This design comes from an exercise in tuning for small area and a short achievable clock period on the open sky130 flow, not from production work.
Only simulation tests tie the RTL to the original design; equivalence was not proved.
Power and IR drop assume default switching activity.

===== flow/design.v =====
module RF(clk, rstn, we, wa, wd, ra1, ra2, rd1, rd2);
  input clk, rstn;
  input we;
  input [2:0] wa;
  input [15:0] wd;
  input [2:0] ra1, ra2;
  output [15:0] rd1, rd2;
  reg [15:0] r [0:7];
  reg [7:0] v;
  always @(posedge clk) begin
    if (we)
      r[wa] <= wd;
  end
  always @(posedge clk or negedge rstn) begin
    if (!rstn)
      v <= 8'd0;
    else if (we)
      v[wa] <= 1'b1;
  end
  wire [7:0] s1 = (8'd1 << ra1) & v;
  wire [7:0] s2 = (8'd1 << ra2) & v;
  reg [15:0] o1, o2;
  integer i;
  always @(*) begin
    o1 = 16'd0;
    o2 = 16'd0;
    for (i = 0; i < 8; i = i + 1) begin
      o1 = o1 | (r[i] & {16{s1[i]}});
      o2 = o2 | (r[i] & {16{s2[i]}});
    end
  end
  assign rd1 = o1;
  assign rd2 = o2;
endmodule
module mul16(a, b, x, y);
  input [15:0] a, b;
  output [31:0] x, y;
  wire t1 = a[0] & b[0];
  wire t2 = a[0] & b[1];
  wire t3 = a[0] & b[2];
  wire t4 = a[0] & b[3];
  wire t5 = a[0] & b[4];
  wire t6 = a[0] & b[5];
  wire t7 = a[0] & b[6];
  wire t8 = a[0] & b[7];
  wire t9 = a[0] & b[8];
  wire t10 = a[0] & b[9];
  wire t11 = a[0] & b[10];
  wire t12 = a[0] & b[11];
  wire t13 = a[0] & b[12];
  wire t14 = a[0] & b[13];
  wire t15 = a[0] & b[14];
  wire t16 = a[0] & b[15];
  wire t17 = a[1] & b[0];
  wire t18 = a[1] & b[1];
  wire t19 = a[1] & b[2];
  wire t20 = a[1] & b[3];
  wire t21 = a[1] & b[4];
  wire t22 = a[1] & b[5];
  wire t23 = a[1] & b[6];
  wire t24 = a[1] & b[7];
  wire t25 = a[1] & b[8];
  wire t26 = a[1] & b[9];
  wire t27 = a[1] & b[10];
  wire t28 = a[1] & b[11];
  wire t29 = a[1] & b[12];
  wire t30 = a[1] & b[13];
  wire t31 = a[1] & b[14];
  wire t32 = a[1] & b[15];
  wire t33 = a[2] & b[0];
  wire t34 = a[2] & b[1];
  wire t35 = a[2] & b[2];
  wire t36 = a[2] & b[3];
  wire t37 = a[2] & b[4];
  wire t38 = a[2] & b[5];
  wire t39 = a[2] & b[6];
  wire t40 = a[2] & b[7];
  wire t41 = a[2] & b[8];
  wire t42 = a[2] & b[9];
  wire t43 = a[2] & b[10];
  wire t44 = a[2] & b[11];
  wire t45 = a[2] & b[12];
  wire t46 = a[2] & b[13];
  wire t47 = a[2] & b[14];
  wire t48 = a[2] & b[15];
  wire t49 = a[3] & b[0];
  wire t50 = a[3] & b[1];
  wire t51 = a[3] & b[2];
  wire t52 = a[3] & b[3];
  wire t53 = a[3] & b[4];
  wire t54 = a[3] & b[5];
  wire t55 = a[3] & b[6];
  wire t56 = a[3] & b[7];
  wire t57 = a[3] & b[8];
  wire t58 = a[3] & b[9];
  wire t59 = a[3] & b[10];
  wire t60 = a[3] & b[11];
  wire t61 = a[3] & b[12];
  wire t62 = a[3] & b[13];
  wire t63 = a[3] & b[14];
  wire t64 = a[3] & b[15];
  wire t65 = a[4] & b[0];
  wire t66 = a[4] & b[1];
  wire t67 = a[4] & b[2];
  wire t68 = a[4] & b[3];
  wire t69 = a[4] & b[4];
  wire t70 = a[4] & b[5];
  wire t71 = a[4] & b[6];
  wire t72 = a[4] & b[7];
  wire t73 = a[4] & b[8];
  wire t74 = a[4] & b[9];
  wire t75 = a[4] & b[10];
  wire t76 = a[4] & b[11];
  wire t77 = a[4] & b[12];
  wire t78 = a[4] & b[13];
  wire t79 = a[4] & b[14];
  wire t80 = a[4] & b[15];
  wire t81 = a[5] & b[0];
  wire t82 = a[5] & b[1];
  wire t83 = a[5] & b[2];
  wire t84 = a[5] & b[3];
  wire t85 = a[5] & b[4];
  wire t86 = a[5] & b[5];
  wire t87 = a[5] & b[6];
  wire t88 = a[5] & b[7];
  wire t89 = a[5] & b[8];
  wire t90 = a[5] & b[9];
  wire t91 = a[5] & b[10];
  wire t92 = a[5] & b[11];
  wire t93 = a[5] & b[12];
  wire t94 = a[5] & b[13];
  wire t95 = a[5] & b[14];
  wire t96 = a[5] & b[15];
  wire t97 = a[6] & b[0];
  wire t98 = a[6] & b[1];
  wire t99 = a[6] & b[2];
  wire t100 = a[6] & b[3];
  wire t101 = a[6] & b[4];
  wire t102 = a[6] & b[5];
  wire t103 = a[6] & b[6];
  wire t104 = a[6] & b[7];
  wire t105 = a[6] & b[8];
  wire t106 = a[6] & b[9];
  wire t107 = a[6] & b[10];
  wire t108 = a[6] & b[11];
  wire t109 = a[6] & b[12];
  wire t110 = a[6] & b[13];
  wire t111 = a[6] & b[14];
  wire t112 = a[6] & b[15];
  wire t113 = a[7] & b[0];
  wire t114 = a[7] & b[1];
  wire t115 = a[7] & b[2];
  wire t116 = a[7] & b[3];
  wire t117 = a[7] & b[4];
  wire t118 = a[7] & b[5];
  wire t119 = a[7] & b[6];
  wire t120 = a[7] & b[7];
  wire t121 = a[7] & b[8];
  wire t122 = a[7] & b[9];
  wire t123 = a[7] & b[10];
  wire t124 = a[7] & b[11];
  wire t125 = a[7] & b[12];
  wire t126 = a[7] & b[13];
  wire t127 = a[7] & b[14];
  wire t128 = a[7] & b[15];
  wire t129 = a[8] & b[0];
  wire t130 = a[8] & b[1];
  wire t131 = a[8] & b[2];
  wire t132 = a[8] & b[3];
  wire t133 = a[8] & b[4];
  wire t134 = a[8] & b[5];
  wire t135 = a[8] & b[6];
  wire t136 = a[8] & b[7];
  wire t137 = a[8] & b[8];
  wire t138 = a[8] & b[9];
  wire t139 = a[8] & b[10];
  wire t140 = a[8] & b[11];
  wire t141 = a[8] & b[12];
  wire t142 = a[8] & b[13];
  wire t143 = a[8] & b[14];
  wire t144 = a[8] & b[15];
  wire t145 = a[9] & b[0];
  wire t146 = a[9] & b[1];
  wire t147 = a[9] & b[2];
  wire t148 = a[9] & b[3];
  wire t149 = a[9] & b[4];
  wire t150 = a[9] & b[5];
  wire t151 = a[9] & b[6];
  wire t152 = a[9] & b[7];
  wire t153 = a[9] & b[8];
  wire t154 = a[9] & b[9];
  wire t155 = a[9] & b[10];
  wire t156 = a[9] & b[11];
  wire t157 = a[9] & b[12];
  wire t158 = a[9] & b[13];
  wire t159 = a[9] & b[14];
  wire t160 = a[9] & b[15];
  wire t161 = a[10] & b[0];
  wire t162 = a[10] & b[1];
  wire t163 = a[10] & b[2];
  wire t164 = a[10] & b[3];
  wire t165 = a[10] & b[4];
  wire t166 = a[10] & b[5];
  wire t167 = a[10] & b[6];
  wire t168 = a[10] & b[7];
  wire t169 = a[10] & b[8];
  wire t170 = a[10] & b[9];
  wire t171 = a[10] & b[10];
  wire t172 = a[10] & b[11];
  wire t173 = a[10] & b[12];
  wire t174 = a[10] & b[13];
  wire t175 = a[10] & b[14];
  wire t176 = a[10] & b[15];
  wire t177 = a[11] & b[0];
  wire t178 = a[11] & b[1];
  wire t179 = a[11] & b[2];
  wire t180 = a[11] & b[3];
  wire t181 = a[11] & b[4];
  wire t182 = a[11] & b[5];
  wire t183 = a[11] & b[6];
  wire t184 = a[11] & b[7];
  wire t185 = a[11] & b[8];
  wire t186 = a[11] & b[9];
  wire t187 = a[11] & b[10];
  wire t188 = a[11] & b[11];
  wire t189 = a[11] & b[12];
  wire t190 = a[11] & b[13];
  wire t191 = a[11] & b[14];
  wire t192 = a[11] & b[15];
  wire t193 = a[12] & b[0];
  wire t194 = a[12] & b[1];
  wire t195 = a[12] & b[2];
  wire t196 = a[12] & b[3];
  wire t197 = a[12] & b[4];
  wire t198 = a[12] & b[5];
  wire t199 = a[12] & b[6];
  wire t200 = a[12] & b[7];
  wire t201 = a[12] & b[8];
  wire t202 = a[12] & b[9];
  wire t203 = a[12] & b[10];
  wire t204 = a[12] & b[11];
  wire t205 = a[12] & b[12];
  wire t206 = a[12] & b[13];
  wire t207 = a[12] & b[14];
  wire t208 = a[12] & b[15];
  wire t209 = a[13] & b[0];
  wire t210 = a[13] & b[1];
  wire t211 = a[13] & b[2];
  wire t212 = a[13] & b[3];
  wire t213 = a[13] & b[4];
  wire t214 = a[13] & b[5];
  wire t215 = a[13] & b[6];
  wire t216 = a[13] & b[7];
  wire t217 = a[13] & b[8];
  wire t218 = a[13] & b[9];
  wire t219 = a[13] & b[10];
  wire t220 = a[13] & b[11];
  wire t221 = a[13] & b[12];
  wire t222 = a[13] & b[13];
  wire t223 = a[13] & b[14];
  wire t224 = a[13] & b[15];
  wire t225 = a[14] & b[0];
  wire t226 = a[14] & b[1];
  wire t227 = a[14] & b[2];
  wire t228 = a[14] & b[3];
  wire t229 = a[14] & b[4];
  wire t230 = a[14] & b[5];
  wire t231 = a[14] & b[6];
  wire t232 = a[14] & b[7];
  wire t233 = a[14] & b[8];
  wire t234 = a[14] & b[9];
  wire t235 = a[14] & b[10];
  wire t236 = a[14] & b[11];
  wire t237 = a[14] & b[12];
  wire t238 = a[14] & b[13];
  wire t239 = a[14] & b[14];
  wire t240 = a[14] & b[15];
  wire t241 = a[15] & b[0];
  wire t242 = a[15] & b[1];
  wire t243 = a[15] & b[2];
  wire t244 = a[15] & b[3];
  wire t245 = a[15] & b[4];
  wire t246 = a[15] & b[5];
  wire t247 = a[15] & b[6];
  wire t248 = a[15] & b[7];
  wire t249 = a[15] & b[8];
  wire t250 = a[15] & b[9];
  wire t251 = a[15] & b[10];
  wire t252 = a[15] & b[11];
  wire t253 = a[15] & b[12];
  wire t254 = a[15] & b[13];
  wire t255 = a[15] & b[14];
  wire t256 = a[15] & b[15];
  wire t257 = t14 ^ t29;
  wire t258 = t14 & t29;
  wire t259 = t15 ^ t30 ^ t45;
  wire t260 = ((t15 ^ t30) ? t45 : t15);
  wire t261 = t60 ^ t75;
  wire t262 = t60 & t75;
  wire t263 = t16 ^ t31 ^ t46;
  wire t264 = ((t16 ^ t31) ? t46 : t16);
  wire t265 = t61 ^ t76 ^ t91;
  wire t266 = ((t61 ^ t76) ? t91 : t61);
  wire t267 = t106 ^ t121;
  wire t268 = t106 & t121;
  wire t269 = t32 ^ t47 ^ t62;
  wire t270 = (t32 & t47) | (t32 & t62) | (t47 & t62);
  wire t271 = t77 ^ t92 ^ t107;
  wire t272 = (t77 & t92) | (t77 & t107) | (t92 & t107);
  wire t273 = t122 ^ t137;
  wire t274 = t122 & t137;
  wire t275 = t48 ^ t63 ^ t78;
  wire t276 = (t48 & t63) | (t48 & t78) | (t63 & t78);
  wire t277 = t93 ^ t108 ^ t123;
  wire t278 = (t93 & t108) | (t93 & t123) | (t108 & t123);
  wire t279 = t64 ^ t79 ^ t94;
  wire t280 = (t64 & t79) | (t64 & t94) | (t79 & t94);
  wire t281 = t10 ^ t25;
  wire t282 = t10 & t25;
  wire t283 = t11 ^ t26 ^ t41;
  wire t284 = ((t11 ^ t26) ? t41 : t11);
  wire t285 = t56 ^ t71;
  wire t286 = t56 & t71;
  wire t287 = t12 ^ t27 ^ t42;
  wire t288 = ((t12 ^ t27) ? t42 : t12);
  wire t289 = t57 ^ t72 ^ t87;
  wire t290 = ((t57 ^ t72) ? t87 : t57);
  wire t291 = t102 ^ t117;
  wire t292 = t102 & t117;
  wire t293 = t13 ^ t28 ^ t43;
  wire t294 = ((t13 ^ t28) ? t43 : t13);
  wire t295 = t58 ^ t73 ^ t88;
  wire t296 = ((t58 ^ t73) ? t88 : t58);
  wire t297 = t103 ^ t118 ^ t133;
  wire t298 = ((t103 ^ t118) ? t133 : t103);
  wire t299 = t148 ^ t163;
  wire t300 = t148 & t163;
  wire t301 = t257 ^ t44 ^ t59;
  wire t302 = ((t257 ^ t44) ? t59 : t257);
  wire t303 = t74 ^ t89 ^ t104;
  wire t304 = ((t74 ^ t89) ? t104 : t74);
  wire t305 = t119 ^ t134 ^ t149;
  wire t306 = ((t119 ^ t134) ? t149 : t119);
  wire t307 = t164 ^ t179 ^ t194;
  wire t308 = ((t164 ^ t179) ? t194 : t164);
  wire t309 = t258 ^ t259 ^ t261;
  wire t310 = ((t258 ^ t259) ? t261 : t258);
  wire t311 = t90 ^ t105 ^ t120;
  wire t312 = ((t90 ^ t105) ? t120 : t90);
  wire t313 = t135 ^ t150 ^ t165;
  wire t314 = ((t135 ^ t150) ? t165 : t135);
  wire t315 = t180 ^ t195 ^ t210;
  wire t316 = ((t180 ^ t195) ? t210 : t180);
  wire t317 = t260 ^ t262 ^ t263;
  wire t318 = ((t260 ^ t262) ? t263 : t260);
  wire t319 = t265 ^ t267 ^ t136;
  wire t320 = ((t265 ^ t267) ? t136 : t265);
  wire t321 = t151 ^ t166 ^ t181;
  wire t322 = ((t151 ^ t166) ? t181 : t151);
  wire t323 = t196 ^ t211 ^ t226;
  wire t324 = ((t196 ^ t211) ? t226 : t196);
  wire t325 = t264 ^ t266 ^ t268;
  wire t326 = (t264 & t266) | (t264 & t268) | (t266 & t268);
  wire t327 = t269 ^ t271 ^ t273;
  wire t328 = (t269 & t271) | (t269 & t273) | (t271 & t273);
  wire t329 = t152 ^ t167 ^ t182;
  wire t330 = (t152 & t167) | (t152 & t182) | (t167 & t182);
  wire t331 = t197 ^ t212 ^ t227;
  wire t332 = (t197 & t212) | (t197 & t227) | (t212 & t227);
  wire t333 = t270 ^ t272 ^ t274;
  wire t334 = (t270 & t272) | (t270 & t274) | (t272 & t274);
  wire t335 = t275 ^ t277 ^ t138;
  wire t336 = (t275 & t277) | (t275 & t138) | (t277 & t138);
  wire t337 = t153 ^ t168 ^ t183;
  wire t338 = (t153 & t168) | (t153 & t183) | (t168 & t183);
  wire t339 = t198 ^ t213 ^ t228;
  wire t340 = (t198 & t213) | (t198 & t228) | (t213 & t228);
  wire t341 = t276 ^ t278 ^ t279;
  wire t342 = (t276 & t278) | (t276 & t279) | (t278 & t279);
  wire t343 = t109 ^ t124 ^ t139;
  wire t344 = (t109 & t124) | (t109 & t139) | (t124 & t139);
  wire t345 = t154 ^ t169 ^ t184;
  wire t346 = (t154 & t169) | (t154 & t184) | (t169 & t184);
  wire t347 = t199 ^ t214 ^ t229;
  wire t348 = (t199 & t214) | (t199 & t229) | (t214 & t229);
  wire t349 = t280 ^ t80 ^ t95;
  wire t350 = (t280 & t80) | (t280 & t95) | (t80 & t95);
  wire t351 = t110 ^ t125 ^ t140;
  wire t352 = (t110 & t125) | (t110 & t140) | (t125 & t140);
  wire t353 = t155 ^ t170 ^ t185;
  wire t354 = (t155 & t170) | (t155 & t185) | (t170 & t185);
  wire t355 = t200 ^ t215 ^ t230;
  wire t356 = (t200 & t215) | (t200 & t230) | (t215 & t230);
  wire t357 = t96 ^ t111 ^ t126;
  wire t358 = (t96 & t111) | (t96 & t126) | (t111 & t126);
  wire t359 = t141 ^ t156 ^ t171;
  wire t360 = (t141 & t156) | (t141 & t171) | (t156 & t171);
  wire t361 = t186 ^ t201 ^ t216;
  wire t362 = (t186 & t201) | (t186 & t216) | (t201 & t216);
  wire t363 = t112 ^ t127 ^ t142;
  wire t364 = (t112 & t127) | (t112 & t142) | (t127 & t142);
  wire t365 = t157 ^ t172 ^ t187;
  wire t366 = (t157 & t172) | (t157 & t187) | (t172 & t187);
  wire t367 = t128 ^ t143 ^ t158;
  wire t368 = (t128 & t143) | (t128 & t158) | (t143 & t158);
  wire t369 = t7 ^ t22;
  wire t370 = t7 & t22;
  wire t371 = t8 ^ t23 ^ t38;
  wire t372 = ((t8 ^ t23) ? t38 : t8);
  wire t373 = t53 ^ t68;
  wire t374 = t53 & t68;
  wire t375 = t9 ^ t24 ^ t39;
  wire t376 = ((t9 ^ t24) ? t39 : t9);
  wire t377 = t54 ^ t69 ^ t84;
  wire t378 = ((t54 ^ t69) ? t84 : t54);
  wire t379 = t99 ^ t114;
  wire t380 = t99 & t114;
  wire t381 = t281 ^ t40 ^ t55;
  wire t382 = ((t281 ^ t40) ? t55 : t281);
  wire t383 = t70 ^ t85 ^ t100;
  wire t384 = ((t70 ^ t85) ? t100 : t70);
  wire t385 = t115 ^ t130 ^ t145;
  wire t386 = ((t115 ^ t130) ? t145 : t115);
  wire t387 = t282 ^ t283 ^ t285;
  wire t388 = ((t282 ^ t283) ? t285 : t282);
  wire t389 = t86 ^ t101 ^ t116;
  wire t390 = ((t86 ^ t101) ? t116 : t86);
  wire t391 = t131 ^ t146 ^ t161;
  wire t392 = ((t131 ^ t146) ? t161 : t131);
  wire t393 = t284 ^ t286 ^ t287;
  wire t394 = ((t284 ^ t286) ? t287 : t284);
  wire t395 = t289 ^ t291 ^ t132;
  wire t396 = ((t289 ^ t291) ? t132 : t289);
  wire t397 = t147 ^ t162 ^ t177;
  wire t398 = ((t147 ^ t162) ? t177 : t147);
  wire t399 = t288 ^ t290 ^ t292;
  wire t400 = ((t288 ^ t290) ? t292 : t288);
  wire t401 = t293 ^ t295 ^ t297;
  wire t402 = ((t293 ^ t295) ? t297 : t293);
  wire t403 = t299 ^ t178 ^ t193;
  wire t404 = ((t299 ^ t178) ? t193 : t299);
  wire t405 = t294 ^ t296 ^ t298;
  wire t406 = ((t294 ^ t296) ? t298 : t294);
  wire t407 = t300 ^ t301 ^ t303;
  wire t408 = ((t300 ^ t301) ? t303 : t300);
  wire t409 = t305 ^ t307 ^ t209;
  wire t410 = ((t305 ^ t307) ? t209 : t305);
  wire t411 = t302 ^ t304 ^ t306;
  wire t412 = ((t302 ^ t304) ? t306 : t302);
  wire t413 = t308 ^ t309 ^ t311;
  wire t414 = ((t308 ^ t309) ? t311 : t308);
  wire t415 = t313 ^ t315 ^ t225;
  wire t416 = ((t313 ^ t315) ? t225 : t313);
  wire t417 = t310 ^ t312 ^ t314;
  wire t418 = ((t310 ^ t312) ? t314 : t310);
  wire t419 = t316 ^ t317 ^ t319;
  wire t420 = ((t316 ^ t317) ? t319 : t316);
  wire t421 = t321 ^ t323 ^ t241;
  wire t422 = ((t321 ^ t323) ? t241 : t321);
  wire t423 = t318 ^ t320 ^ t322;
  wire t424 = (t318 & t320) | (t318 & t322) | (t320 & t322);
  wire t425 = t324 ^ t325 ^ t327;
  wire t426 = (t324 & t325) | (t324 & t327) | (t325 & t327);
  wire t427 = t329 ^ t331 ^ t242;
  wire t428 = (t329 & t331) | (t329 & t242) | (t331 & t242);
  wire t429 = t326 ^ t328 ^ t330;
  wire t430 = (t326 & t328) | (t326 & t330) | (t328 & t330);
  wire t431 = t332 ^ t333 ^ t335;
  wire t432 = (t332 & t333) | (t332 & t335) | (t333 & t335);
  wire t433 = t337 ^ t339 ^ t243;
  wire t434 = (t337 & t339) | (t337 & t243) | (t339 & t243);
  wire t435 = t334 ^ t336 ^ t338;
  wire t436 = (t334 & t336) | (t334 & t338) | (t336 & t338);
  wire t437 = t340 ^ t341 ^ t343;
  wire t438 = (t340 & t341) | (t340 & t343) | (t341 & t343);
  wire t439 = t345 ^ t347 ^ t244;
  wire t440 = (t345 & t347) | (t345 & t244) | (t347 & t244);
  wire t441 = t342 ^ t344 ^ t346;
  wire t442 = (t342 & t344) | (t342 & t346) | (t344 & t346);
  wire t443 = t348 ^ t349 ^ t351;
  wire t444 = (t348 & t349) | (t348 & t351) | (t349 & t351);
  wire t445 = t353 ^ t355 ^ t245;
  wire t446 = (t353 & t355) | (t353 & t245) | (t355 & t245);
  wire t447 = t350 ^ t352 ^ t354;
  wire t448 = (t350 & t352) | (t350 & t354) | (t352 & t354);
  wire t449 = t356 ^ t357 ^ t359;
  wire t450 = (t356 & t357) | (t356 & t359) | (t357 & t359);
  wire t451 = t361 ^ t231 ^ t246;
  wire t452 = (t361 & t231) | (t361 & t246) | (t231 & t246);
  wire t453 = t358 ^ t360 ^ t362;
  wire t454 = (t358 & t360) | (t358 & t362) | (t360 & t362);
  wire t455 = t363 ^ t365 ^ t202;
  wire t456 = (t363 & t365) | (t363 & t202) | (t365 & t202);
  wire t457 = t217 ^ t232 ^ t247;
  wire t458 = (t217 & t232) | (t217 & t247) | (t232 & t247);
  wire t459 = t364 ^ t366 ^ t367;
  wire t460 = (t364 & t366) | (t364 & t367) | (t366 & t367);
  wire t461 = t173 ^ t188 ^ t203;
  wire t462 = (t173 & t188) | (t173 & t203) | (t188 & t203);
  wire t463 = t218 ^ t233 ^ t248;
  wire t464 = (t218 & t233) | (t218 & t248) | (t233 & t248);
  wire t465 = t368 ^ t144 ^ t159;
  wire t466 = (t368 & t144) | (t368 & t159) | (t144 & t159);
  wire t467 = t174 ^ t189 ^ t204;
  wire t468 = (t174 & t189) | (t174 & t204) | (t189 & t204);
  wire t469 = t219 ^ t234 ^ t249;
  wire t470 = (t219 & t234) | (t219 & t249) | (t234 & t249);
  wire t471 = t160 ^ t175 ^ t190;
  wire t472 = (t160 & t175) | (t160 & t190) | (t175 & t190);
  wire t473 = t205 ^ t220 ^ t235;
  wire t474 = (t205 & t220) | (t205 & t235) | (t220 & t235);
  wire t475 = t176 ^ t191 ^ t206;
  wire t476 = (t176 & t191) | (t176 & t206) | (t191 & t206);
  wire t477 = t5 ^ t20;
  wire t478 = t5 & t20;
  wire t479 = t6 ^ t21 ^ t36;
  wire t480 = ((t6 ^ t21) ? t36 : t6);
  wire t481 = t51 ^ t66;
  wire t482 = t51 & t66;
  wire t483 = t369 ^ t37 ^ t52;
  wire t484 = ((t369 ^ t37) ? t52 : t369);
  wire t485 = t67 ^ t82 ^ t97;
  wire t486 = ((t67 ^ t82) ? t97 : t67);
  wire t487 = t370 ^ t371 ^ t373;
  wire t488 = ((t370 ^ t371) ? t373 : t370);
  wire t489 = t83 ^ t98 ^ t113;
  wire t490 = ((t83 ^ t98) ? t113 : t83);
  wire t491 = t372 ^ t374 ^ t375;
  wire t492 = ((t372 ^ t374) ? t375 : t372);
  wire t493 = t377 ^ t379 ^ t129;
  wire t494 = ((t377 ^ t379) ? t129 : t377);
  wire t495 = t376 ^ t378 ^ t380;
  wire t496 = ((t376 ^ t378) ? t380 : t376);
  wire t497 = t381 ^ t383 ^ t385;
  wire t498 = ((t381 ^ t383) ? t385 : t381);
  wire t499 = t382 ^ t384 ^ t386;
  wire t500 = ((t382 ^ t384) ? t386 : t382);
  wire t501 = t387 ^ t389 ^ t391;
  wire t502 = ((t387 ^ t389) ? t391 : t387);
  wire t503 = t388 ^ t390 ^ t392;
  wire t504 = ((t388 ^ t390) ? t392 : t388);
  wire t505 = t393 ^ t395 ^ t397;
  wire t506 = ((t393 ^ t395) ? t397 : t393);
  wire t507 = t394 ^ t396 ^ t398;
  wire t508 = ((t394 ^ t396) ? t398 : t394);
  wire t509 = t399 ^ t401 ^ t403;
  wire t510 = ((t399 ^ t401) ? t403 : t399);
  wire t511 = t400 ^ t402 ^ t404;
  wire t512 = ((t400 ^ t402) ? t404 : t400);
  wire t513 = t405 ^ t407 ^ t409;
  wire t514 = ((t405 ^ t407) ? t409 : t405);
  wire t515 = t406 ^ t408 ^ t410;
  wire t516 = ((t406 ^ t408) ? t410 : t406);
  wire t517 = t411 ^ t413 ^ t415;
  wire t518 = ((t411 ^ t413) ? t415 : t411);
  wire t519 = t412 ^ t414 ^ t416;
  wire t520 = ((t412 ^ t414) ? t416 : t412);
  wire t521 = t417 ^ t419 ^ t421;
  wire t522 = ((t417 ^ t419) ? t421 : t417);
  wire t523 = t418 ^ t420 ^ t422;
  wire t524 = (t418 & t420) | (t418 & t422) | (t420 & t422);
  wire t525 = t423 ^ t425 ^ t427;
  wire t526 = (t423 & t425) | (t423 & t427) | (t425 & t427);
  wire t527 = t424 ^ t426 ^ t428;
  wire t528 = (t424 & t426) | (t424 & t428) | (t426 & t428);
  wire t529 = t429 ^ t431 ^ t433;
  wire t530 = (t429 & t431) | (t429 & t433) | (t431 & t433);
  wire t531 = t430 ^ t432 ^ t434;
  wire t532 = (t430 & t432) | (t430 & t434) | (t432 & t434);
  wire t533 = t435 ^ t437 ^ t439;
  wire t534 = (t435 & t437) | (t435 & t439) | (t437 & t439);
  wire t535 = t436 ^ t438 ^ t440;
  wire t536 = (t436 & t438) | (t436 & t440) | (t438 & t440);
  wire t537 = t441 ^ t443 ^ t445;
  wire t538 = (t441 & t443) | (t441 & t445) | (t443 & t445);
  wire t539 = t442 ^ t444 ^ t446;
  wire t540 = (t442 & t444) | (t442 & t446) | (t444 & t446);
  wire t541 = t447 ^ t449 ^ t451;
  wire t542 = (t447 & t449) | (t447 & t451) | (t449 & t451);
  wire t543 = t448 ^ t450 ^ t452;
  wire t544 = (t448 & t450) | (t448 & t452) | (t450 & t452);
  wire t545 = t453 ^ t455 ^ t457;
  wire t546 = (t453 & t455) | (t453 & t457) | (t455 & t457);
  wire t547 = t454 ^ t456 ^ t458;
  wire t548 = (t454 & t456) | (t454 & t458) | (t456 & t458);
  wire t549 = t459 ^ t461 ^ t463;
  wire t550 = (t459 & t461) | (t459 & t463) | (t461 & t463);
  wire t551 = t460 ^ t462 ^ t464;
  wire t552 = (t460 & t462) | (t460 & t464) | (t462 & t464);
  wire t553 = t465 ^ t467 ^ t469;
  wire t554 = (t465 & t467) | (t465 & t469) | (t467 & t469);
  wire t555 = t466 ^ t468 ^ t470;
  wire t556 = (t466 & t468) | (t466 & t470) | (t468 & t470);
  wire t557 = t471 ^ t473 ^ t250;
  wire t558 = (t471 & t473) | (t471 & t250) | (t473 & t250);
  wire t559 = t472 ^ t474 ^ t475;
  wire t560 = (t472 & t474) | (t472 & t475) | (t474 & t475);
  wire t561 = t221 ^ t236 ^ t251;
  wire t562 = (t221 & t236) | (t221 & t251) | (t236 & t251);
  wire t563 = t476 ^ t192 ^ t207;
  wire t564 = (t476 & t192) | (t476 & t207) | (t192 & t207);
  wire t565 = t222 ^ t237 ^ t252;
  wire t566 = (t222 & t237) | (t222 & t252) | (t237 & t252);
  wire t567 = t208 ^ t223 ^ t238;
  wire t568 = (t208 & t223) | (t208 & t238) | (t223 & t238);
  wire t569 = t4 ^ t19;
  wire t570 = t4 & t19;
  wire t571 = t477 ^ t35 ^ t50;
  wire t572 = ((t477 ^ t35) ? t50 : t477);
  wire t573 = t478 ^ t479 ^ t481;
  wire t574 = ((t478 ^ t479) ? t481 : t478);
  wire t575 = t480 ^ t482 ^ t483;
  wire t576 = ((t480 ^ t482) ? t483 : t480);
  wire t577 = t484 ^ t486 ^ t487;
  wire t578 = ((t484 ^ t486) ? t487 : t484);
  wire t579 = t488 ^ t490 ^ t491;
  wire t580 = ((t488 ^ t490) ? t491 : t488);
  wire t581 = t492 ^ t494 ^ t495;
  wire t582 = ((t492 ^ t494) ? t495 : t492);
  wire t583 = t496 ^ t498 ^ t499;
  wire t584 = ((t496 ^ t498) ? t499 : t496);
  wire t585 = t500 ^ t502 ^ t503;
  wire t586 = ((t500 ^ t502) ? t503 : t500);
  wire t587 = t504 ^ t506 ^ t507;
  wire t588 = ((t504 ^ t506) ? t507 : t504);
  wire t589 = t508 ^ t510 ^ t511;
  wire t590 = ((t508 ^ t510) ? t511 : t508);
  wire t591 = t512 ^ t514 ^ t515;
  wire t592 = ((t512 ^ t514) ? t515 : t512);
  wire t593 = t516 ^ t518 ^ t519;
  wire t594 = ((t516 ^ t518) ? t519 : t516);
  wire t595 = t520 ^ t522 ^ t523;
  wire t596 = (t520 & t522) | (t520 & t523) | (t522 & t523);
  wire t597 = t524 ^ t526 ^ t527;
  wire t598 = (t524 & t526) | (t524 & t527) | (t526 & t527);
  wire t599 = t528 ^ t530 ^ t531;
  wire t600 = (t528 & t530) | (t528 & t531) | (t530 & t531);
  wire t601 = t532 ^ t534 ^ t535;
  wire t602 = (t532 & t534) | (t532 & t535) | (t534 & t535);
  wire t603 = t536 ^ t538 ^ t539;
  wire t604 = (t536 & t538) | (t536 & t539) | (t538 & t539);
  wire t605 = t540 ^ t542 ^ t543;
  wire t606 = (t540 & t542) | (t540 & t543) | (t542 & t543);
  wire t607 = t544 ^ t546 ^ t547;
  wire t608 = (t544 & t546) | (t544 & t547) | (t546 & t547);
  wire t609 = t548 ^ t550 ^ t551;
  wire t610 = (t548 & t550) | (t548 & t551) | (t550 & t551);
  wire t611 = t552 ^ t554 ^ t555;
  wire t612 = (t552 & t554) | (t552 & t555) | (t554 & t555);
  wire t613 = t556 ^ t558 ^ t559;
  wire t614 = (t556 & t558) | (t556 & t559) | (t558 & t559);
  wire t615 = t560 ^ t562 ^ t563;
  wire t616 = (t560 & t562) | (t560 & t563) | (t562 & t563);
  wire t617 = t564 ^ t566 ^ t567;
  wire t618 = (t564 & t566) | (t564 & t567) | (t566 & t567);
  wire t619 = t568 ^ t224 ^ t239;
  wire t620 = (t568 & t224) | (t568 & t239) | (t224 & t239);
  wire t621 = t3 ^ t18;
  wire t622 = t3 & t18;
  wire t623 = t569 ^ t34 ^ t49;
  wire t624 = ((t569 ^ t34) ? t49 : t569);
  wire t625 = t570 ^ t571 ^ t65;
  wire t626 = ((t570 ^ t571) ? t65 : t570);
  wire t627 = t572 ^ t573 ^ t81;
  wire t628 = ((t572 ^ t573) ? t81 : t572);
  wire t629 = t574 ^ t575 ^ t485;
  wire t630 = ((t574 ^ t575) ? t485 : t574);
  wire t631 = t576 ^ t577 ^ t489;
  wire t632 = ((t576 ^ t577) ? t489 : t576);
  wire t633 = t578 ^ t579 ^ t493;
  wire t634 = ((t578 ^ t579) ? t493 : t578);
  wire t635 = t580 ^ t581 ^ t497;
  wire t636 = ((t580 ^ t581) ? t497 : t580);
  wire t637 = t582 ^ t583 ^ t501;
  wire t638 = ((t582 ^ t583) ? t501 : t582);
  wire t639 = t584 ^ t585 ^ t505;
  wire t640 = ((t584 ^ t585) ? t505 : t584);
  wire t641 = t586 ^ t587 ^ t509;
  wire t642 = ((t586 ^ t587) ? t509 : t586);
  wire t643 = t588 ^ t589 ^ t513;
  wire t644 = ((t588 ^ t589) ? t513 : t588);
  wire t645 = t590 ^ t591 ^ t517;
  wire t646 = ((t590 ^ t591) ? t517 : t590);
  wire t647 = t592 ^ t593 ^ t521;
  wire t648 = ((t592 ^ t593) ? t521 : t592);
  wire t649 = t594 ^ t595 ^ t525;
  wire t650 = (t594 & t595) | (t594 & t525) | (t595 & t525);
  wire t651 = t596 ^ t597 ^ t529;
  wire t652 = (t596 & t597) | (t596 & t529) | (t597 & t529);
  wire t653 = t598 ^ t599 ^ t533;
  wire t654 = (t598 & t599) | (t598 & t533) | (t599 & t533);
  wire t655 = t600 ^ t601 ^ t537;
  wire t656 = (t600 & t601) | (t600 & t537) | (t601 & t537);
  wire t657 = t602 ^ t603 ^ t541;
  wire t658 = (t602 & t603) | (t602 & t541) | (t603 & t541);
  wire t659 = t604 ^ t605 ^ t545;
  wire t660 = (t604 & t605) | (t604 & t545) | (t605 & t545);
  wire t661 = t606 ^ t607 ^ t549;
  wire t662 = (t606 & t607) | (t606 & t549) | (t607 & t549);
  wire t663 = t608 ^ t609 ^ t553;
  wire t664 = (t608 & t609) | (t608 & t553) | (t609 & t553);
  wire t665 = t610 ^ t611 ^ t557;
  wire t666 = (t610 & t611) | (t610 & t557) | (t611 & t557);
  wire t667 = t612 ^ t613 ^ t561;
  wire t668 = (t612 & t613) | (t612 & t561) | (t613 & t561);
  wire t669 = t614 ^ t615 ^ t565;
  wire t670 = (t614 & t615) | (t614 & t565) | (t615 & t565);
  wire t671 = t616 ^ t617 ^ t253;
  wire t672 = (t616 & t617) | (t616 & t253) | (t617 & t253);
  wire t673 = t618 ^ t619 ^ t254;
  wire t674 = (t618 & t619) | (t618 & t254) | (t619 & t254);
  wire t675 = t620 ^ t240 ^ t255;
  wire t676 = (t620 & t240) | (t620 & t255) | (t240 & t255);
  assign x = {1'b0, t676, t674, t672, t670, t668, t666, t664, t662, t660, t658, t656, t654, t652, t650, t648, t646, t644, t642, t640, t638, t636, t634, t632, t630, t628, t626, t624, t622, t621, t2, t1};
  assign y = {1'b0, t256, t675, t673, t671, t669, t667, t665, t663, t661, t659, t657, t655, t653, t651, t649, t647, t645, t643, t641, t639, t637, t635, t633, t631, t629, t627, t625, t623, t33, t17, 1'b0};
endmodule
module CL_02(clk, rstn, imem_addr, imem_data, dmem_addr, dmem_wdata, dmem_we, dmem_re, dmem_rdata, wb_en, wb_rd, wb_data);
  input clk, rstn;
  input [15:0] imem_data;
  input [15:0] dmem_rdata;
  output [7:0] imem_addr;
  output [15:0] dmem_addr, dmem_wdata;
  output dmem_we, dmem_re;
  output wb_en;
  output [2:0] wb_rd;
  output [15:0] wb_data;
  reg [7:0]  pc;
  reg [15:0] ir;
  reg [15:0] opa, opb;
  reg [15:0] lo, hi;
  reg        hl_v;
  wire [3:0] op = ir[3:0];
  wire [2:0] rd = ir[6:4];
  wire [5:0] imm = ir[15:10];
  wire [2:0] sh = ir[15:13];
  wire is_lw   = (op == 4'b0111);
  wire is_sw   = (op == 4'b1000);
  wire is_b    = (op == 4'b1001);
  wire is_mul  = (op == 4'b1010);
  wire use_imm = (op == 4'b0101) || is_lw || is_sw;
  wire use_mul = is_mul || (op == 4'b0001);
  wire [15:0] addb = use_imm ? {10'd0, imm} : opb;
  wire [31:0] mx, my;
  mul16 u_mul(.a(opa), .b(opb), .x(mx), .y(my));
  wire [15:0] ca = use_mul ? mx[15:0] : opa;
  wire [15:0] cb = use_mul ? my[15:0] : addb;
  wire [16:0] cs = ca + cb;
  wire [15:0] sum = cs[15:0];
  wire [16:0] ph = {mx[31:16], 1'b1} + {my[31:16], cs[16]};
  wire [15:0] prod_hi = ph[16:1];
  reg [15:0] res;
  always @(*) begin
    case (op)
      4'b0010: res = opa >> sh;
      4'b0011: res = opa | opb;
      4'b0100: res = opa & opb;
      4'b0110: res = {10'd0, imm};
      4'b0111: res = dmem_rdata;
      4'b1011: res = lo & {16{hl_v}};
      4'b1100: res = hi & {16{hl_v}};
      default: res = sum;
    endcase
  end
  assign wb_en      = !(is_sw || is_b);
  assign wb_rd      = rd;
  assign wb_data    = res;
  assign dmem_addr  = sum;
  assign dmem_wdata = opb;
  assign dmem_we    = is_sw;
  assign dmem_re    = is_lw;
  assign imem_addr  = pc;
  wire n_sw = (imem_data[3:0] == 4'b1000);
  wire [2:0] ra1 = imem_data[9:7];
  wire [2:0] ra2 = n_sw ? imem_data[6:4] : imem_data[12:10];
  wire [15:0] rf_d1, rf_d2;
  RF u_rf(.clk(clk), .rstn(rstn), .we(wb_en), .wa(rd), .wd(res),
          .ra1(ra1), .ra2(ra2), .rd1(rf_d1), .rd2(rf_d2));
  wire fwd1 = wb_en && (rd == ra1);
  wire fwd2 = wb_en && (rd == ra2);
  wire [15:0] a_next = fwd1 ? res : rf_d1;
  wire n_sll = (imem_data[3:0] == 4'b0001);
  wire [15:0] b_next = n_sll ? (16'd1 << imem_data[15:13]) : fwd2 ? res : rf_d2;
  always @(posedge clk or negedge rstn) begin
    if (!rstn) begin
      pc         <= 8'd0;
      ir[3:0]    <= 4'b0110;
      ir[6:4]    <= 3'd0;
      ir[15:10]  <= 6'd0;
    end else begin
      pc         <= is_b ? ir[11:4] : pc + 8'd1;
      ir[3:0]    <= imem_data[3:0];
      ir[6:4]    <= imem_data[6:4];
      ir[15:10]  <= imem_data[15:10];
    end
  end
  always @(posedge clk) begin
    ir[9:7] <= imem_data[9:7];
    opa     <= a_next;
    opb     <= b_next;
  end
  always @(posedge clk) begin
    if (is_mul) begin
      lo <= sum;
      hi <= prod_hi;
    end
  end
  always @(posedge clk or negedge rstn) begin
    if (!rstn)
      hl_v <= 1'b0;
    else if (is_mul)
      hl_v <= 1'b1;
  end
endmodule

===== flow/flow/run.sh =====
#!/bin/bash
# The standard layout (standard.sh: ORFS synthesis through finish), with
# the input and output ports buffered by buf_1 cells instead of the default
# delay buffers.  The ORFS logs stay under orfs/logs; make's own output goes
# to standard.log.
set -o pipefail
bash standard.sh finish BUFFER_PORTS_ARGS="-buffer_cell sky130_fd_sc_hd__buf_1" > standard.log 2>&1

===== flow/standard.sh =====
#!/bin/bash
# synth_recipe.tcl (not shown) runs the flow's synth.tcl, then flattens the netlist and writes it again
# the make line also repeats each setting of config.mk as NAME=value (left out here)
make -C /OpenROAD-flow-scripts/flow DESIGN_CONFIG=/design/flow/config.mk WORK_HOME=/design/flow/orfs CLKGATE_MAP_FILE= SYNTH_SCRIPT=/design/flow/synth_recipe.tcl "${@:-finish}"

===== flow/config.mk =====
export PLATFORM = sky130hd
export DESIGN_NAME = CL_02
export DESIGN_NICKNAME = CL_02
export VERILOG_FILES = /design/flow/design.v
export SDC_FILE = /design/flow/constraint.sdc
export NUM_CORES = 4
export LEC_CHECK = 0
export CAP_MARGIN = 20
export CORE_MARGIN = 2
export CORE_UTILIZATION = 40
export CTS_CLUSTER_DIAMETER = 100
export CTS_CLUSTER_SIZE = 22
export SETUP_SLACK_MARGIN = 4
export SLEW_MARGIN = 20

===== flow/constraint.sdc =====
create_clock -name core_clock -period 11.0 [get_ports {clk}]
set_input_delay 2.2000 -clock core_clock [delete_from_list [all_inputs] [get_ports {clk}]]
set_output_delay 2.2000 -clock core_clock [all_outputs]
set_load 0.01 [all_outputs]

==> results of run 1 <==
-- synth_stat cells (10+ instances only) --
cell	number
mux2i_1	42
a22o_1	39
and2_1	93
ha_1	50
nand3_1	23
fa_1	106
maj3_1	45
dfrtp_1	28
a31oi_1	26
inv_1	138
clkbuf_1	111
a21oi_1	74
xor2_1	56
maj3_2	15
nor2_1	90
buf_2	17
a21o_1	33
edfxtp_1	160
a221oi_1	40
o21ai_1	12
nand2_1	245
a22oi_1	57
nand4_1	13
mux2_2	15
xnor2_2	10
nor3_1	10
xnor2_1	140
and3_1	14
o21ai_0	79
dfxtp_1	35
-- through the flow --
| stage | std cells | hold slack [ns] |
|---|---|---|
| floorplan | 1964 | 0.410 |
| global placement | 2578 | 0.419 |
| detailed placement | 2578 | 0.441 |
| CTS | 2630 | 0.458 |
| global route | 2641 | 0.487 |
| finish | 2641 | 0.453 |
-- worst paths after layout --
check / start / to / slack [ns] / cells past startpoint
hold / removal: ir[7] / pc[3] / 0.45 / 2
setup / recovery: opa[1] / wb_data[15] / 4.02 / 18
max in group asynchronous: rstn / ir[0] / 8.61 / 1
hold reg to reg: ir[7] / pc[3] / 0.45 / 2
setup reg to reg: opa[3] / hi[15] / 4.33 / 23
min in group asynchronous: rstn / ir[3] / 1.81 / 1
-- power groups by stage --
stage / registers [mW] / logic [mW] / clock network [mW]
floorplan: 1.33 / 3.20 / 0
global placement: 1.39 / 4.43 / 0
detailed placement: 1.40 / 4.45 / 0
CTS: 1.39 / 4.82 / 0.547
global route: 1.40 / 5.45 / 0.577
finish: 1.39 / 5.05 / 0.540
-- metal layers --
metal  vias to the layer above  track usage (%)
met3                       222             3.47
met4                         6             15.3
met1                      7936             30.8
met5                         -                0
li1                       6980                -
met2                       823             44.9
-- worst max-delay path, cell delays in order, from the launching register on --
cell      delay (ns)
dfxtp_4         0.40
buf_12          0.15
nand2_1         0.09
xor2_1          0.18
xnor2_1         0.17
maj3_1          0.42
xor2_1          0.20
and2_1          0.18
o31ai_1         0.40
ha_1            0.38
and3_1          0.21
a211oi_2        0.25
o21bai_2        0.16
buf_4           0.17
o31ai_4         0.25
mux2i_4         0.37
nor2_2          0.08
inv_2           0.09
buf_4           0.14
-- flip-flops by register name, summed over array words and instances (netlist names) --
name,flops
u_rf.r,128
hi,16
ir,16
lo,16
opa,16
opb,16
pc,8
u_rf.v,8
hl_v,1
-- what timing repair did --
action / 4_1_cts / 5_1_grt
pin swaps: 20 / 21
buffers inserted: 16 / 11
resized for setup: 127 / 54
endpoints found under the setup margin: 20 / 14
gates cloned: 12 / 0
-- cell families after synthesis --
kind of cell / count (synthesis) / share of synthesized area, %
compound gates: 433 / 15.7
xor+xnor: 212 / 10.7
fa+ha+maj: 216 / 17.8
buf+inv: 285 / 6.05
flops: 225 / 33.1
mux: 59 / 3.35
simple gates: 534 / 13.4
-- area by class of cell --
| cell class | count | area share [%] |
|---|---|---|
| Clock inverter | 1 | 0.0926 |
| Timing Repair Buffer | 189 | 7.27 |
| Sequential cell | 225 | 29.3 |
| Clock buffer | 23 | 1.87 |
| Tap cell | 607 | 3.51 |
| Multi-Input combinational cell | 1454 | 55.5 |
| Inverter | 142 | 2.51 |
==> summary.txt, run 1 <==
Worst setup path
  – Crit. End Element: primary output
  – WP data required: between 8 and 9 ns
  – CP max FO: 10
  – Crit path DAT: between 4 and 5 ns
  – Critical Path Source Type: flop
  – WS Path Type: flop to primary output

Floorplanning
  – Die W: between 200 and 250 µm
  – Core area: 46700 µm²
  – Initial core utilization: about two fifths
  – Die Y: roughly 220 µm
  – Full die area: a little under 50000 µm²
  – IO Pins: 96
  – Num rows: 79

Drt
  – Drt total wl: 65200 µm
  – Uppermost routed layer: met5
  – Drt wl/cell: around 25 µm
  – WL met2: around 32000 µm
  – DRC Markers: 0
  – Via density: about 6.0
  – WL met1: 24500 µm
  – Met3 WL: approximately 4700 µm
  – Drt pass-1 iters: 8
  – Vias: about 16k
  – Final ANT Viol Nets: 0
  – Starting DRT DRC Count: 1637

Power and ir drop
  – Clock share of power: under 10%
  – Sw Pwr: between 3 and 4 mW
  – Worst vdd ir: ~0.00027 V
  – Leak: approximately 8.3 nW
  – Pwr Total: around 7.0 mW
  – Sequential share of power: 20.0%
  – Net Sw Frac: 48.8%
  – Pwr dens: about 320 nW/µm²
  – Comb power frac: 72.3%
  – Int Pwr: between 3 and 4 mW

Global routing
  – Total grt overflow: 0
  – First-pass GRT wire length: ~97000 µm
  – Number of global-route vias before repair: about 16k
  – Total Routing Usage GR: about a quarter
  – Initial antenna violation count: 5
  – Largest net degree at the start of global routing: 53

STA
  – Slew Viols, Final: 0
  – Setup TNS: 0 ns
  – Crit path time final: 6.98 ns
  – Fmax: about 140 MHz
  – Slew headroom: between 20% and 30%
  – Final worst path period share: 63.4%
  – Setup Skew: ~0.027 ns
  – Final hold viol count: 0
  – RSZ-0062 raised after global routing: true
  – Setup WS post-layout: 4.02 ns
  – Final setup vio count: 0
  – Worst slew pin tran: around 1.1 ns

Place
  – Buffers added on ports: 95
  – Dpl ws: 3.39 ns
  – Placed Area: between 15000 and 20000 µm²
  – Post-DP HPWL: about 42000 µm
  – GPL Wtd Cong: between 0.9 and 1

Final layout
  – Post-route cell area: about 22000 µm²
  – Layout cells sized above 1: 13.6%
  – Commonest non-fill, non-tap cells in the layout: nand2_1, edfxtp_1, inv_1
  – Register Area: between 6000 and 7000 µm²
  – Antenna cell count: 0
  – Most common cell after layout, fill and taps aside: nand2_1
  – Fin util: between 40% and 50%
  – Area Overhead vs Synth: 14.3%
  – Fillers: about 4.4k
  – Multi-input logic area: 12000 µm²
  – Final net count: ~2.2k

Logic synthesis
  – Netlist Area Pre-Place: between 15000 and 20000 µm²
  – Synth warn: 2
  – Yosys top cell area share: 25.4%
  – Register area share after synthesis: ~33%
  – Number of synthesized flops with an enable pin: 160
  – Most used DFF post-synth: edfxtp_1
  – Yosys reg bits: around 230
  – Top post-synthesis cells by area: edfxtp_1, fa_1, xnor2_1
  – Syn Inst Count: 1964
  – Mapped Nets: approximately 2.2k
  – Leading area contributor after synthesis: edfxtp_1
  – Unique cell type count in the Yosys netlist: 80
  – Post-synth ARST share: between 10% and 20%
  – Synthesized area per cell: a little under 10 µm²

Clocking
  – CTS tree: built
  – Hold buffers post-CTS: 0
  – Total CTS buffers: 14
  – H-tree levels: 1
  – Worst-Skew Late Latency: between 0.4 and 0.5 ns
  – CTS Buffer Depth: 3
  – Worst-path clk slew: 0.09 ns
  – Root buffer cell: clkbuf_16
  – Sink Count: around 230

Job
  – Max-cap viol count: 0

Status
  – Outcome: finished clean

Hold path
  – Worst hold path class: flop to flop
==> inputs of run 2 (changes only) <==
--- a/flow/config.mk
+++ b/flow/config.mk
@@ -8,7 +8,5 @@
 export CAP_MARGIN = 20
 export CORE_MARGIN = 2
 export CORE_UTILIZATION = 40
-export CTS_CLUSTER_DIAMETER = 100
-export CTS_CLUSTER_SIZE = 22
 export SETUP_SLACK_MARGIN = 4
 export SLEW_MARGIN = 20
==> run 2 against run 1 <==
Effect of this change: critical path depth increased by 1; cell area increased by 1.8%; combinational power increased by 1%; sequential cell count unchanged; sequential share of layout area decreased by 0.51 points; wire length increased by 0.44%; critical path type unchanged; largest cell class unchanged; highest routed layer unchanged.
==> summary.txt, run 2 <==
Status
  – Outcome: finished clean

Logic synthesis
  – Post-synth ARST share: a little over an eighth
  – Mapped Nets: 2154
  – Unique cell type count in the Yosys netlist: 80
  – Yosys reg bits: 225
  – Synth Area in Adders: about 18%
  – Number of synthesized flops with an enable pin: 160
  – Most used DFF post-synth: edfxtp_1
  – Most instantiated cells after synthesis: nand2_1, edfxtp_1, xnor2_1
  – Netlist Area Pre-Place: ~19000 µm²
  – Top post-synthesis cells by area: edfxtp_1, fa_1, xnor2_1
  – Synth warn: 2
  – Register area share after synthesis: 33.1%
  – Mux cell area share after synthesis: 3.35%
  – Synthesized area per cell: approximately 9.6 µm²
  – Leading area contributor after synthesis: edfxtp_1
  – Yosys top cell area share: about 25%
  – Largest family of logic cells by synthesized area: adder cells
  – Simple-Gate Fraction of Synth Area: a little over an eighth
  – Most common cell in the netlist: nand2_1
  – Synth Area in Compound Gates: roughly 16%
  – Syn Inst Count: 1964
  – Post-synthesis xor/xnor area fraction: between 10% and 20%

Final layout
  – Fin util: 47.2%
  – Commonest non-fill, non-tap cells in the layout: nand2_1, edfxtp_1, inv_1
  – Layout cells sized above 1: about 15%
  – Final net count: about 2.2k
  – Area Overhead vs Synth: 16.3%
  – Antenna cell count: 0
  – Post-route cell area: roughly 22000 µm²
  – Largest Register: u_rf.r
  – Max reg flops: approximately 130
  – Most common cell after layout, fill and taps aside: nand2_1
  – Fin cells: ~2.7k

Worst setup path
  – Crit-path most repeated cell: xnor2_2
  – CP Buf/Inv Count: 5
  – WP data required: between 8 and 9 ns
  – Delay-heaviest family, CP: compound AO/OA/AOI/OAI gates
  – WS Path Type: flop to primary output
  – CP max FO: 10
  – Crit path DAT: around 4.8 ns
  – Critical Path Source Type: flop
  – Crit. End Element: primary output
  – Slowest-stage cell, CP: dfxtp_4
  – Crit-path cells: buf_12 -> and2_1 -> ha_1 -> xnor2_2 -> xnor2_2 -> inv_1 -> maj3_1 -> xnor3_1 -> a21o_1 -> ha_4 -> and3_1 -> a211oi_2 -> o21bai_2 -> buf_4 -> o31ai_4 -> mux2i_4 -> nor2_2 -> inv_2 -> buf_2
  – Largest stage delay, worst path: between 0.3 and 0.4 ns

Clocking
  – Worst-path clk slew: about 0.070 ns
  – H-tree levels: 1
  – CTS Buffer Depth: 3
  – CTS tree: built
  – Root buffer cell: clkbuf_16
  – Total CTS buffers: 21
  – Hold buffers post-CTS: 0
  – Worst-Skew Late Latency: around 0.53 ns
  – Sink Count: 225

Drt
  – Final ANT Viol Nets: 0
  – Drt wl/cell: approximately 25 µm
  – DRC Markers: 0
  – Vias: 15.9k
  – Drt pass-1 iters: 6
  – Drt total wl: 65500 µm
  – Via density: 6.00
  – Starting DRT DRC Count: around 1.7k

Floorplanning
  – Initial core utilization: between 40% and 50%
  – Full die area: 49000 µm²
  – Die Y: between 200 and 250 µm
  – Num rows: 79
  – Core area: around 47000 µm²
  – IO Pins: 96
  – Die W: roughly 220 µm

Job
  – Max-cap viol count: 0

STA
  – Final setup vio count: 0
  – Setup Skew: roughly 0.035 ns
  – Crit path time final: 6.96 ns
  – RSZ-0062 raised after global routing: true
  – Setup WS post-layout: 4.04 ns
  – Final worst path period share: 63.3%
  – Fmax: between 100 and 150 MHz
  – Final hold viol count: 0
  – Slew headroom: between 20% and 30%
  – Fin Hold WS: 0.447 ns
  – Slew Viols, Final: 0
  – Setup TNS: 0 ns
  – Worst slew pin tran: 1.08 ns

Place
  – Dpl ws: 3.39 ns
  – GPL Wtd Cong: 0.950
  – Placed Area: about 20000 µm²
  – Placed instance count: 2578
  – Post-DP HPWL: about 42000 µm
  – Buffers added on ports: 95

Power and ir drop
  – Pwr Total: 7.19 mW
  – Worst vdd ir: 0.000275 V
  – Leak: about 8.4 nW
  – Pwr dens: 327 nW/µm²

Global routing
  – Largest net degree at the start of global routing: 53
  – First-pass GRT wire length: 97700 µm
  – Total Routing Usage GR: 26.1%
  – Initial antenna violation count: 4
  – Number of global-route vias before repair: between 15k and 20k
  – Total grt overflow: 0

Hold path
  – Worst hold path class: flop to flop
run 2: cells by family after synthesis:
family	Yosys count
xor gates and xnor gates	212
and+or+nand+nor	534
AOI/OAI and AO/OA	433
DFF	225
adders and majority gates	216
muxes	59
buffers and inverters	285
run 2: worst paths after layout:
check                           startpoint           to  slack, ns  cells after the start
worst max-delay path                opa[1]  wb_data[15]       4.04                     19
worst min-delay path                 ir[7]        pc[3]       0.45                      2
worst max register to register      opa[3]       hi[15]       4.32                     23
worst min register to register       ir[7]        pc[3]       0.45                      2
max in group asynchronous             rstn        ir[3]       8.62                      1
min in group asynchronous             rstn        ir[5]       1.79                      1
run 2: routing by layer:
layer	vias to the layer above	share of wire [%]	routed length (µm)	track usage (%)
met5	-	0.055	36	0
met4	6	6.5	4230	15.5
met3	226	7.5	4880	3.63
met2	803	49	32000	45.1
met1	7892	37	24300	31.0
li1	7000	-	-	-
run 2: layout make-up:
cell class | instances | area [µm²]
flip-flops and latches | 225 | 6330
clock buffers | 27 | 568
repair buffers | 190 | 1570
fillers | 4398 | 24600
clock inverters | 10 | 80.1
inverters | 142 | 543
multi-input cells | 1454 | 12200
well taps | 607 | 759
run 2: where the power goes:
part           internal [mW]  switching [mW]
clock network          0.389           0.308
registers               1.26           0.137
logic                   2.09            3.01
run 2: what timing repair did:
action,4_1_cts,5_1_grt
gates resized for setup,134,74
pin swaps,21,28
gates cloned,12,0
endpoints found under the hold margin,0,0
endpoints found under the setup margin,20,14
buffers inserted,19,9
run 2: worst register-to-register path, cell delays in order, from the launching register on:
cell	delay, ns
dfxtp_4	0.37
bufbuf_16	0.29
and2_1	0.18
fa_1	0.54
inv_1	0.05
fa_1	0.48
inv_1	0.06
fa_1	0.53
inv_1	0.05
fa_1	0.41
fa_1	0.51
inv_1	0.05
fa_1	0.54
ha_1	0.39
nor2b_1	0.15
o21ai_0	0.19
a21boi_0	0.15
o21ai_0	0.22
a21boi_0	0.16
o21ai_1	0.19
a21boi_0	0.17
o211a_1	0.28
o41ai_2	0.30
o21ai_0	0.17
==> inputs of run 3 (changes only) <==
--- a/flow/config.mk
+++ b/flow/config.mk
@@ -7,6 +7,9 @@
 export LEC_CHECK = 0
 export CAP_MARGIN = 20
 export CORE_MARGIN = 2
-export CORE_UTILIZATION = 40
+export CORE_UTILIZATION = 55
+export CTS_CLUSTER_DIAMETER = 100
+export CTS_CLUSTER_SIZE = 22
+export PLACE_DENSITY = 0.75
 export SETUP_SLACK_MARGIN = 4
 export SLEW_MARGIN = 20
==> run 3 against run 2 <==
Effect of this change: clock skew is 0.0045 ns higher; hold slack got worse by 0.0065 ns; cell area decreased by 3.4%; synthesized cell count unchanged; non-clock buffer count fell by 4; critical path depth shrank 1; clock-buffer cell count is 4 lower; register-to-register slack better by 0.07 ns; area after synthesis unchanged; die area down 27%; maximum frequency is 0.84% lower; clock power shrank 23%; largest power group unchanged.
==> summary.txt, run 3 <==
Status
  – Outcome: finished clean

STA
  – Final worst path period share: approximately 64%
  – RSZ-0062 raised after global routing: false
  – Slew headroom: a little over a quarter
  – Fmax: between 100 and 150 MHz
  – Worst slew pin tran: about 1.1 ns
  – Setup Skew: roughly 0.039 ns
  – Slew Viols, Final: 0
  – Final hold viol count: 0
  – Crit path time final: around 7 ns
  – Setup TNS: 0 ns
  – Final setup vio count: 0

Final layout
  – Fillers: 2714
  – Antenna cell count: 0
  – Layout cells sized above 1: a little over an eighth
  – Final net count: 2213
  – Area Overhead vs Synth: 12.4%
  – Multi-input logic area: roughly 12000 µm²
  – Post-route cell area: 21300 µm²
  – Commonest non-fill, non-tap cells in the layout: nand2_1, edfxtp_1, inv_1
  – Register Area: around 6300 µm²
  – Fin util: between 60% and 70%
  – Max reg flops: between 100 and 150
  – Most common cell after layout, fill and taps aside: nand2_1
  – Largest Register: u_rf.r

Clocking
  – CTS Buffer Depth: 3
  – Hold buffers post-CTS: 0
  – Root buffer cell: clkbuf_16
  – H-tree levels: 1
  – CTS tree: built
  – Worst-path clk slew: approximately 0.10 ns
  – Total CTS buffers: 14
  – Worst-Skew Late Latency: 0.49 ns
  – Sink Count: about 230

Floorplanning
  – Full die area: around 36000 µm²
  – IO Pins: between 90 and 100
  – Initial core utilization: 56.1%
  – Core area: 33700 µm²
  – Die Y: 189 µm
  – Num rows: 67
  – Die W: between 150 and 200 µm

Logic synthesis
  – Register area share after synthesis: 33.1%
  – Synthesized area per cell: about 9.6 µm²
  – Syn Inst Count: about 2.0k
  – Most common cell in the netlist: nand2_1
  – Unique cell type count in the Yosys netlist: 80
  – Mapped Nets: around 2.2k
  – Leading area contributor after synthesis: edfxtp_1
  – Yosys top cell area share: roughly a quarter
  – Post-synth ARST share: between 10% and 20%
  – Yosys reg bits: about 230
  – Top post-synthesis cells by area: edfxtp_1, fa_1, xnor2_1
  – Most instantiated cells after synthesis: nand2_1, edfxtp_1, xnor2_1
  – Number of synthesized flops with an enable pin: 160
  – Most used DFF post-synth: edfxtp_1
  – Synth warn: 2
  – Netlist Area Pre-Place: between 15000 and 20000 µm²

Global routing
  – Initial antenna violation count: 1
  – Total grt overflow: 0
  – First-pass GRT wire length: between 80000 and 90000 µm
  – Largest net degree at the start of global routing: 53
  – Number of global-route vias before repair: 15.7k
  – Total Routing Usage GR: 32.0%

Power and ir drop
  – Leak: a little over 8 nW
  – Pwr dens: about 320 nW/µm²
  – Worst vdd ir: 0.000267 V
  – Pwr Total: 6.87 mW

Worst setup path
  – CP max FO: 11
  – Crit path DAT: 4.82 ns
  – Crit. End Element: primary output
  – Critical Path Source Type: flop
  – WP data required: 8.80 ns
  – WS Path Type: flop to primary output

Place
  – GPL Wtd Cong: roughly 0.94
  – Post-DP HPWL: between 30000 and 40000 µm
  – Buffers added on ports: between 90 and 100
  – Placed Area: a little under 20000 µm²

Drt
  – Drt pass-1 iters: 8
  – Final ANT Viol Nets: 0
  – Drt wl/cell: between 20 and 25 µm
  – Drt total wl: around 60000 µm
  – DRC Markers: 0
  – Via density: ~6.5
  – Vias: between 15k and 20k
  – Starting DRT DRC Count: between 2k and 2.5k

Hold path
  – Worst hold path class: flop to flop

Job
  – Max-cap viol count: 0
==> run 3: metal layers <==
metal	GRT usage (%)	up-vias	routed length, µm
li1	-	6977	-
met1	39.6	7718	21300
met2	55.2	1073	28800
met3	4.30	264	6400
met4	15.8	0	3620
met5	0	-	0
==> run 3: timing repair <==
item / 4_1_cts / 5_1_grt
setup endpoints to repair: 23 / 15
pin swaps: 12 / 32
cloned: 1 / 9
resized for setup: 74 / 105
setup buffers: 14 / 21
==> run 3: report_power, final <==
group | switching, mW | internal [mW] | leakage [nW] | total (mW)
combinational | 2.94 | 2.00 | 5.83 | 4.94
clock | 0.278 | 0.259 | 0.202 | 0.537
sequential | 0.136 | 1.26 | 2.10 | 1.39
==> run 3: cells by family after synthesis <==
| kind of cell | Yosys count | synth area share [%] |
|---|---|---|
| mux | 59 | 3.35 |
| buf+inv | 285 | 6.05 |
| flops | 225 | 33.1 |
| simple gates | 534 | 13.4 |
| compound gates | 433 | 15.7 |
| xor+xnor | 212 | 10.7 |
| fa+ha+maj | 216 | 17.8 |
==> run 3: metrics by stage <==
stage               cells  worst slack [ns]  hold slack (ns)
floorplan            1964              4.44            0.410
global placement     2410              3.51            0.419
detailed placement   2410              3.54            0.420
CTS                  2449              3.94            0.443
global route         2479              3.85            0.474
finish               2479              3.98            0.440
==> run 3: final cells by class <==
type                       count  area share (%)
multi-input combinational   1454            56.3
sequential                   225            29.8
timing repair buffer         186            6.71
tap                          448            2.64
inverter                     142            2.53
clock buffer                  23            1.91
clock inverter                 1          0.0765
==> run 3: worst max-delay path, stage by stage, from the launching register on <==
cell	delay, ns
dfxtp_4	0.39
buf_12	0.16
and2_1	0.14
ha_1	0.31
xnor2_1	0.17
maj3_2	0.35
maj3_1	0.39
xnor2_1	0.15
xnor2_1	0.23
o21ai_0	0.11
ha_1	0.33
a21oi_1	0.30
nand3b_1	0.15
o221ai_2	0.26
o21ai_2	0.15
xnor2_2	0.16
buf_4	0.17
o21a_4	0.26
buf_1	0.14
==> run 3: final timing paths <==
check | start | end | slack (ns) | depth (start not counted)
max in group asynchronous | rstn | ir[0] | 8.64 | 1
min | ir[9] | pc[5] | 0.44 | 2
min in group asynchronous | rstn | u_rf.v[3] | 1.78 | 1
min reg2reg | ir[9] | pc[5] | 0.44 | 2
max | opb[9] | wb_data[14] | 3.98 | 18
max reg2reg | opb[10] | hi[15] | 4.39 | 22
==> inputs of run 4 (changes only) <==
--- a/flow/config.mk
+++ b/flow/config.mk
@@ -11,5 +11,5 @@
 export CTS_CLUSTER_DIAMETER = 100
 export CTS_CLUSTER_SIZE = 22
 export PLACE_DENSITY = 0.75
-export SETUP_SLACK_MARGIN = 4
+export SETUP_SLACK_MARGIN = 4.5
 export SLEW_MARGIN = 20
==> run 4 against run 3 <==
Effect of this change: via count grew 6.3%; first-iteration DRC count grew 39%; area after synthesis stayed put; global-route usage rose by 4.4 points; critical endpoint is now wb_data[15].
==> summary.txt, run 4 <==
Final layout
  – Most common cell after layout, fill and taps aside: nand2_1
  – Multi-input logic area: about 13000 µm²
  – Register Area: ~6300 µm²
  – Layout cells sized above 1: 21.2%
  – Fillers: roughly 2.5k
  – Commonest non-fill, non-tap cells in the layout: nand2_1, edfxtp_1, inv_1
  – Final net count: 2285
  – Fin cells: approximately 2.6k
  – Post-route cell area: between 20000 and 25000 µm²

Logic synthesis
  – Yosys reg bits: about 230
  – Top post-synthesis cells by area: edfxtp_1, fa_1, xnor2_1
  – Most instantiated cells after synthesis: nand2_1, edfxtp_1, xnor2_1
  – Leading area contributor after synthesis: edfxtp_1
  – Number of synthesized flops with an enable pin: 160
  – Yosys top cell area share: roughly a quarter
  – Most common cell in the netlist: nand2_1
  – Register area share after synthesis: approximately a third
  – Unique cell type count in the Yosys netlist: 80
  – Post-synth ARST share: between 10% and 20%
  – Syn Inst Count: 1964

STA
  – Setup TNS: 0 ns
  – Fmax: ~150 MHz
  – Crit path time final: approximately 6.9 ns
  – RSZ-0062 raised after global routing: true
  – Final hold viol count: 0
  – Worst slew pin tran: about 1.2 ns
  – Final worst path period share: between 60% and 70%

Place
  – Buffers added on ports: 95
  – Post-DP HPWL: about 42000 µm
  – Placed Area: between 15000 and 20000 µm²
  – GPL Wtd Cong: about 0.95
  – Placed instance count: 2413

Global routing
  – Number of global-route vias before repair: 16.9k
  – Total grt overflow: 0
  – Largest net degree at the start of global routing: 53
  – First-pass GRT wire length: between 90000 and 100000 µm
  – Total Routing Usage GR: 36.4%
  – Initial antenna violation count: 4

Floorplanning
  – Core area: 33700 µm²
  – Die Y: ~190 µm
  – Full die area: between 30000 and 40000 µm²
  – IO Pins: between 90 and 100

Clocking
  – Total CTS buffers: 14
  – CTS Buffer Depth: 3
  – Root buffer cell: clkbuf_16
  – H-tree levels: 1

Power and ir drop
  – Int Pwr: between 3 and 4 mW
  – Comb power frac: 75.0%
  – Worst vdd ir: about 0.00048 V
  – Pwr dens: between 300 and 400 nW/µm²
  – Clock share of power: under 10%
  – Sw Pwr: around 3.7 mW
  – Leak: between 8 and 9 nW
  – Sequential share of power: 18.0%
  – Pwr Total: roughly 7.6 mW

Drt
  – Drt total wl: around 68000 µm
  – DRC Markers: 0
  – Starting DRT DRC Count: 2800
  – Via density: around 6.7
  – Drt pass-1 iters: 9
  – Vias: 17.0k
  – Drt wl/cell: about 27 µm
  – Final ANT Viol Nets: 0

Hold path
  – Worst hold path class: flop to flop

Worst setup path
  – Crit. End Element: primary output
  – WP data required: slightly below 9 ns
  – CP max FO: 23
  – Crit path DAT: around 4.7 ns
  – Critical Path Source Type: flop
  – WS Path Type: flop to primary output

Status
  – Outcome: finished clean
## run 4: cell types whose count changed in the layout (fill, tap and decap cells not counted), moves of 12 or more
cell       previous run  this run
maj3_1               40        27
bufbuf_16             1        13
xnor2_1             125       103
xnor2_2              24        42
maj3_2               20        33
buf_4                60       118
## run 4: path summary, 6_finish.rpt
| kind | end | startpoint | cells past startpoint | slack [ns] |
|---|---|---|---|---|
| max | wb_data[15] | opb[11] | 20 | 4.12 |
| min | pc[4] | ir[8] | 2 | 0.46 |
| max reg2reg | hi[15] | opa[1] | 24 | 4.69 |
| min reg2reg | pc[4] | ir[8] | 2 | 0.46 |
| max in group asynchronous | ir[3] | rstn | 1 | 8.67 |
| min in group asynchronous | pc[5] | rstn | 1 | 1.78 |
## run 4: stage by stage
step	util (%)	setup WS, ns
finish	67.7	4.12
global route	67.7	4.05
CTS	65.3	4.30
detailed placement	58.4	3.62
global placement	58.4	3.68
floorplan	-	4.55
## run 4: cells by family after synthesis
kind of cell    Yosys count  synth area share, %
flops                   225                 33.1
simple gates            534                 13.4
buf+inv                 285                 6.05
compound gates          433                 15.7
fa+ha+maj               216                 17.8
xor+xnor                212                 10.7
mux                      59                 3.35
## run 4: final cells by class
cell class,instances,area share [%]
inverter,142,2.36
clock inverter,3,0.104
multi-input combinational,1454,55.4
sequential,225,27.8
tap,448,2.46
antenna,2,0.0219
clock buffer,21,1.74
timing repair buffer,258,10.2
## run 4: critical path, cell delays in order (launching register included)
cell and delay (ns):
dfxtp_1 0.38, buf_12 0.21, nand2_2 0.10, xor2_2 0.22
xnor2_2 0.14, xnor3_1 0.45, buf_4 0.15, buf_4 0.13
xnor2_1 0.29, xnor2_1 0.14, xnor2_1 0.28, o21ai_1 0.17
ha_1 0.39, o21ai_0 0.19, nand2b_1 0.09, o31ai_2 0.06
buf_4 0.17, mux2i_4 0.30, nor2_4 0.07, inv_2 0.10
buf_6 0.11
## run 4: power by group through the flow
stage,registers [mW],logic (mW),clock network [mW]
floorplan,1.33,3.20,0
global placement,1.37,4.31,0
detailed placement,1.38,4.43,0
CTS,1.36,5.17,0.540
global route,1.38,6.07,0.571
finish,1.37,5.73,0.540
## run 4: metal layers
metal / wire, µm / vias up / global-route usage (%) / part of all wire (%)
met3: 8660 / 390 / 9.42 / 13
met5: 25 / - / 0 / 0.037
li1: - / 7129 / - / -
met4: 4830 / 4 / 22.1 / 7.1
met2: 30700 / 1297 / 58.2 / 45
met1: 23600 / 8219 / 44.4 / 35
## run 4: timing repair
| item | 4_1_cts | 5_1_grt |
|---|---|---|
| gates resized for setup | 232 | 106 |
| setup buffers | 65 | 32 |
| endpoints found under the setup margin | 31 | 24 |
| pin swaps | 61 | 69 |
| gates cloned | 15 | 1 |
| hold buffers | 0 | 0 |

## static timing again, ports no longer ideal
No port has a modelled driver above. Below, the same layouts with a new extraction and two added sets of constraints.
Step 1, drivers: a clkbuf_16 drives clk and a buf_2 each remaining input, both assumed.
Step 2 also shifts input and output timing later by t, the mid clock arrival at the registers, as if the neighbouring blocks saw the same clock.
a / b / c = no drivers / after step 1 / after step 2; a / b = the first two.
run | t (ns) | slack for setup (ns)
run 1 | 0.526 | 4.021 / 3.971 / 4.335
run 2 | 0.564 | 4.037 / 3.988 / 4.323
run 3 | 0.520 | 3.978 / 3.926 / 4.388
run 4 | 0.546 | 4.118 / 4.062 / 4.609
After both steps setup and hold are still met in every run listed.
